What follows belongs to an exercise in optimizing a design on an open flow for small area and a short achievable clock period; a production flow would make more cautious choices. Where RTL was checked, it was by simulation tests only, not by an equivalence proof against the original. The flow treats the clock pin as an ideal source. Dropping or thinning the clock tree relies on that and would not hold on a real chip. Power and IR drop assume default switching activity.

== job 355 ==
Design fifo, start of the top module:
module fifo #(
  parameter DATA_WIDTH = 32,
  parameter DEPTH      = 16
) (
  input  logic                  clk,
  input  logic                  rst_n,
  input  logic                  wr_en,
  input  logic [DATA_WIDTH-1:0] wr_data,
  input  logic                  rd_en,
  output logic [DATA_WIDTH-1:0] rd_data,
  output logic                  full,
  output logic                  empty
);
==> flow/config.mk <==
export PLATFORM = sky130hd
export DESIGN_NAME = fifo
export DESIGN_NICKNAME = fifo
export VERILOG_FILES = /design/flow/design.v
export SDC_FILE = /design/flow/constraint.sdc
export NUM_CORES = 4
export LEC_CHECK = 0
export CAP_MARGIN = 20
export CORE_MARGIN = 2
export CORE_UTILIZATION = 65
export PLACE_DENSITY = 0.75
export SETUP_SLACK_MARGIN = 2.45
export SLEW_MARGIN = 20
==> flow/constraint.sdc <==
create_clock -name core_clock -period 4.2 [get_ports {clk}]
set_input_delay 0.8400 -clock core_clock [delete_from_list [all_inputs] [get_ports {clk}]]
set_output_delay 0.8400 -clock core_clock [all_outputs]
set_load 0.01 [all_outputs]
standard.sh (not shown) runs the stock make flow with config.mk's settings and CLKGATE_MAP_FILE= SYNTH_SCRIPT=/design/flow/synth_recipe.tcl, a recipe that flattens the netlist after the stock synthesis.
==> flow/flow/run.sh <==
#!/bin/bash
# Standard layout, except that the clock tree CTS builds is replaced (in the
# POST_CTS hook) by a balanced two-level tree: four root buffers fed by the
# clock port, each feeding leaf buffers that drive ~28 registers each.
set -euo pipefail
export POST_CTS_TCL="$PWD/flow/mycts.tcl"
export MYCTS_CLK=clk
export MYCTS_PER=28
bash standard.sh > standard_flow.log 2>&1 || { tail -50 standard_flow.log; exit 1; }
tail -5 standard_flow.log
==> flow/flow/mycts.tcl <==
# Replace the clock tree that CTS built (run from the POST_CTS hook) with a
# balanced two-level tree: a few root buffers on the clock port, each feeding
# leaf buffers that each drive a cluster of nearby registers.
proc mycts_kmeans {pts k iters} {
  set n [llength $pts]
  set cents {}
  set sorted [lsort -real -index 0 $pts]
  for {set i 0} {$i < $k} {incr i} {
    lappend cents [lindex $sorted [expr {int(($i + 0.5) * $n / $k)}]]
  }
  set cap [expr {int(ceil($n / double($k)))}]
  for {set iter 0} {$iter < $iters} {incr iter} {
    set pairs {}
    for {set s 0} {$s < $n} {incr s} {
      lassign [lindex $pts $s] x y
      for {set c 0} {$c < $k} {incr c} {
        lassign [lindex $cents $c] cx cy
        lappend pairs [list [expr {abs($x-$cx)+abs($y-$cy)}] $s $c]
      }
    }
    set pairs [lsort -real -index 0 $pairs]
    set asg [lrepeat $n -1]
    set cnt [lrepeat $k 0]
    foreach pr $pairs {
      lassign $pr d s c
      if {[lindex $asg $s] >= 0 || [lindex $cnt $c] >= $cap} continue
      lset asg $s $c; lset cnt $c [expr {[lindex $cnt $c]+1}]
    }
    set sx [lrepeat $k 0.0]; set sy [lrepeat $k 0.0]
    for {set s 0} {$s < $n} {incr s} {
      set c [lindex $asg $s]; lassign [lindex $pts $s] x y
      lset sx $c [expr {[lindex $sx $c]+$x}]; lset sy $c [expr {[lindex $sy $c]+$y}]
    }
    set nc {}
    for {set c 0} {$c < $k} {incr c} {
      set m [lindex $cnt $c]
      if {$m == 0} { lappend nc [lindex $cents $c] } else { lappend nc [list [expr {[lindex $sx $c]/$m}] [expr {[lindex $sy $c]/$m}]] }
    }
    set cents $nc
  }
  return [list $asg $cents]
}

proc mycts_run {} {
  set block [ord::get_db_block]
  set clk [$block findNet $::env(MYCTS_CLK)]
  set bufm [[ord::get_db] findMaster sky130_fd_sc_hd__clkbuf_16]
  set per [expr {[info exists ::env(MYCTS_PER)] ? $::env(MYCTS_PER) : 28}]

  # walk the existing tree: collect buffers and sinks
  set sinks {}
  set tree {}
  set todo [list [list $clk 0]]
  while {[llength $todo]} {
    lassign [lindex $todo 0] net par; set todo [lrange $todo 1 end]
    foreach it [$net getITerms] {
      if {![$it isInputSignal] && [$it getIoType] ne "INPUT"} continue
      set inst [$it getInst]
      set mname [[$inst getMaster] getName]
      set inv [expr {[string match "sky130_fd_sc_hd__clkinv*" $mname] || [string match "sky130_fd_sc_hd__inv_*" $mname]}]
      if {[string match "clkload*" [$inst getName]]} { lappend tree $inst; continue }
      if {$inv || [string match "sky130_fd_sc_hd__clkbuf*" $mname] || [string match "sky130_fd_sc_hd__buf_*" $mname]} {
        lappend tree $inst
        foreach o [$inst getITerms] {
          if {[$o isOutputSignal]} { set on [$o getNet]; if {$on ne "NULL"} { lappend todo [list $on [expr {$par ^ $inv}]] } }
        }
      } else {
        if {$par} { error "mycts: sink [[$it getInst] getName] sees an inverted clock" }
        lappend sinks $it
      }
    }
  }
  foreach it $sinks { set mn [[[$it getInst] getMaster] getName]; if {![string match "*df*" $mn]} { puts "mycts: odd sink [[$it getInst] getName] $mn [[$it getMTerm] getName]" } }
  puts "mycts: [llength $sinks] sinks, removing [llength $tree] tree buffers"
  # disconnect sinks, remove tree
  foreach it $sinks { $it disconnect }
  foreach inst $tree {
    foreach o [$inst getITerms] {
      set n [$o getNet]
      if {$n ne "NULL" && [$o isOutputSignal]} { $o disconnect; if {[llength [$n getITerms]] == 0 && [llength [$n getBTerms]] == 0} { odb::dbNet_destroy $n } }
    }
    odb::dbInst_destroy $inst
  }
  # sink locations
  set pts {}
  foreach it $sinks {
    set b [[$it getInst] getBBox]
    lappend pts [list [expr {([$b xMin]+[$b xMax])/2.0}] [expr {([$b yMin]+[$b yMax])/2.0}]]
  }
  set n [llength $sinks]
  set k [expr {int(ceil($n / double($per)))}]
  lassign [mycts_kmeans $pts $k 30] asg cents
  set nroot [expr {[info exists ::env(MYCTS_ROOTS)] ? $::env(MYCTS_ROOTS) : 4}]
  lassign [mycts_kmeans $cents $nroot 30] rasg rcents
  set rnets {}
  for {set r 0} {$r < $nroot} {incr r} {
    lassign [lindex $rcents $r] rx ry
    set root [odb::dbInst_create $block $bufm "mycts_root_$r"]
    $root setLocation [expr {int($rx)}] [expr {int($ry)}]; $root setPlacementStatus PLACED
    [$root findITerm A] connect $clk
    set rnet [odb::dbNet_create $block "mycts_root_net_$r"]
    $rnet setSigType CLOCK
    [$root findITerm X] connect $rnet
    lappend rnets $rnet
  }
  for {set c 0} {$c < $k} {incr c} {
    set leaf [odb::dbInst_create $block $bufm "mycts_leaf_$c"]
    lassign [lindex $cents $c] cx cy
    $leaf setLocation [expr {int($cx)}] [expr {int($cy)}]; $leaf setPlacementStatus PLACED
    [$leaf findITerm A] connect [lindex $rnets [lindex $rasg $c]]
    set ln [odb::dbNet_create $block "mycts_leaf_net_$c"]
    $ln setSigType CLOCK
    [$leaf findITerm X] connect $ln
    for {set s 0} {$s < $n} {incr s} {
      if {[lindex $asg $s] == $c} { [lindex $sinks $s] connect $ln }
    }
  }
  puts "mycts: built $nroot roots + $k leaves"
}
mycts_run
global_connect
detailed_placement
estimate_parasitics -placement
Job 355 reached the final stage; the timing, design-rule and antenna checks on its layout passed.
The following lists how job 4661 was set up differently from job 355:
- TNS_END_PERCENT: unset -> 10
- SETUP_SLACK_MARGIN: 2.45 -> 2.55
-- flow/flow/run.sh --
<<< job 355, line 8
export MYCTS_PER=28
>>> job 4661, line 8
export MYCTS_PER=22
## What came out
Wire length on met1 (higher): job 4661
Area of all placed cells without fillers: job 355 and job 4661 compared, higher one is job 4661
[compare] base=job 355 new=job 4661: part of the total power dissipated in the clock network picked up an extra 1.9 points; worst setup margin lost 0.077 ns.
Job 4661 vs. job 355: aggregate global-route resource usage went down; overall via count from detail_route saw an increase; net switching power figure now sits higher; number of nets in the finished design increased by 113 relative to the old numbers.
#### Input delta (job 6876 over job 4661)
- a change of SETUP_SLACK_MARGIN from 2.55 to 2.4
- a deleted TNS_END_PERCENT that had been 10
- a change of PLACE_DENSITY from 0.75 to 0.85
- a change of CORE_UTILIZATION from 65 to 75
- Global-route usage ends up higher on job 6876.
- Job 6876 against job 4661; core outline area is down by more than 10%.
- Peak supply drop in job 6876 is 7.2% above job 4661.
- Looking at final routed wire length divided by cell count, job 6876 sits 3.3% below job 4661.
- Diff job 4661 -> job 6876 | final weighted congestion in routability-driven placement | increase of about 5.7%
- Compared with job 4661, job 6876 is the less power-hungry design.
No run of this note takes its clock network from TritonCTS; it comes from the design's own scripts or RTL.

---

Another version of the RTL of fifo (not shown whole).
For scale: roughly 560 flip-flops, about 70 I/O pins, about 0.020 mm² of cells after synthesis.
// fifo
module fifo #(
  parameter DATA_WIDTH = 32,
  parameter DEPTH      = 16
) (
  input  logic                  clk,
  input  logic                  rst_n,
  input  logic                  wr_en,
  input  logic [DATA_WIDTH-1:0] wr_data,
  input  logic                  rd_en,
  output logic [DATA_WIDTH-1:0] rd_data,
  output logic                  full,
  output logic                  empty
);
==> flow/config.mk <==
export PLATFORM = sky130hd
export DESIGN_NAME = fifo
export DESIGN_NICKNAME = fifo
export VERILOG_FILES = /design/flow/design.v
export SDC_FILE = /design/flow/constraint.sdc
export NUM_CORES = 4
export LEC_CHECK = 0
export CAP_MARGIN = 20
export CORE_MARGIN = 2
export CORE_UTILIZATION = 70
export CTS_CLUSTER_DIAMETER = 80
export CTS_CLUSTER_SIZE = 30
export PLACE_DENSITY = 0.8
export SETUP_SLACK_MARGIN = 2.6
export SLEW_MARGIN = 20
==> flow/constraint.sdc <==
create_clock -name core_clock -period 4.2 [get_ports {clk}]
set_input_delay 0.8400 -clock core_clock [delete_from_list [all_inputs] [get_ports {clk}]]
set_output_delay 0.8400 -clock core_clock [all_outputs]
set_load 0.01 [all_outputs]
run.sh (not shown) runs the stock make flow with config.mk's settings and CLKGATE_MAP_FILE= SYNTH_SCRIPT=/design/flow/synth_recipe.tcl, a recipe that flattens the netlist after the stock synthesis.
Stock flow here: none of the scripts above is used.
Next try:
Settings changed: CORE_UTILIZATION 70 to 65, CTS_CLUSTER_DIAMETER 80 to unset, CTS_CLUSTER_SIZE 30 to unset, PLACE_DENSITY 0.8 to 0.75, SETUP_SLACK_MARGIN 2.6 to 2.4.
=> Clock skew falls by 0.011 ns; worst setup slack gets better by 0.091 ns; core utilization falls by 4.3 points; wire length falls by 6.4%; synthesized cell count stays the same; total power rises by 19%; sequential share of layout area falls by 0.89 points; hold slack gets better by 0.0068 ns; fmax rises by 4.7%.
Next try:
Settings changed: CTS_CLUSTER_DIAMETER set to 70, CTS_CLUSTER_SIZE set to 25.
The new run finished clean.
Cell count is lower by 2.9%.
Clock skew grows by 0.019 ns.
Hold slack got worse by 0.050 ns.
Worst setup slack got worse by 0.056 ns.
Sequential share of layout area goes up by 2.6 points.
Next try:
Settings changed: ABC_AREA set to 1, CTS_CLUSTER_DIAMETER 70 to unset, CTS_CLUSTER_SIZE 25 to unset.
The new run finished with timing, DRC and antenna clean.
Wire length rises by 1.9%.
Non-clock buffer count falls by 27.
Via count rises by 24%.
Synthesized cell count rises by 83%.
Global-route usage falls by 0.35 points.
Cell area rises by 10%.
Sequential power rises by about 1%.
Hold slack gains 0.044 ns.
Function was not checked in any run of this note: the RTL went through the layout flow alone.

[afterwards: timing with drivers on the ports]
Ports are ideal in the flow. The routed layouts listed here were re-timed in OpenROAD. Step 1 (the two cells are an assumption about what drives the block):
set clk [get_ports {clk}]
set_driving_cell -lib_cell sky130_fd_sc_hd__clkbuf_16 $clk
set_driving_cell -lib_cell sky130_fd_sc_hd__buf_2 [delete_from_list [all_inputs] $clk]
Step 2, shift: input delay + t, output delay - t, t = (earliest + latest rising clock arrival at the registers) / 2. This alone moves slack from input paths to output paths. a / b / c = ideal ports / drivers / drivers and shift; a / b = the first two.
run	t (ns)	slack for setup (ns)	hold WS [ns]	worst data-port slew with drivers (ns)
job 355	0.463	2.400 / 2.292 / 2.055	0.476 / 0.397 / 0.535	0.06
job 4661	0.467	2.323 / 2.312 / 2.037	0.490 / 0.407 / 0.539	0.07
job 6876	0.468	2.275 / 2.276 / 1.955	0.466 / 0.386 / 0.520	0.09
the first run of note 2	0.627	2.147 / 2.090 / 1.848	0.268 / 0.249 / 0.554	0.12
the second run of note 2	0.623	2.239 / 2.182 / 1.889	0.274 / 0.246 / 0.514	0.06
the third run of note 2	0.643	2.183 / 2.129 / 1.797	0.225 / 0.197 / 0.517	0.05
the fourth run of note 2	0.631	2.161 / 2.105 / 1.847	0.268 / 0.237 / 0.546	0.03
After both steps every run listed still meets setup and hold. For the third run of note 2, which loses most, drivers alone change the setup slack by -0.054 ns; drivers and shift together by -0.386 ns.
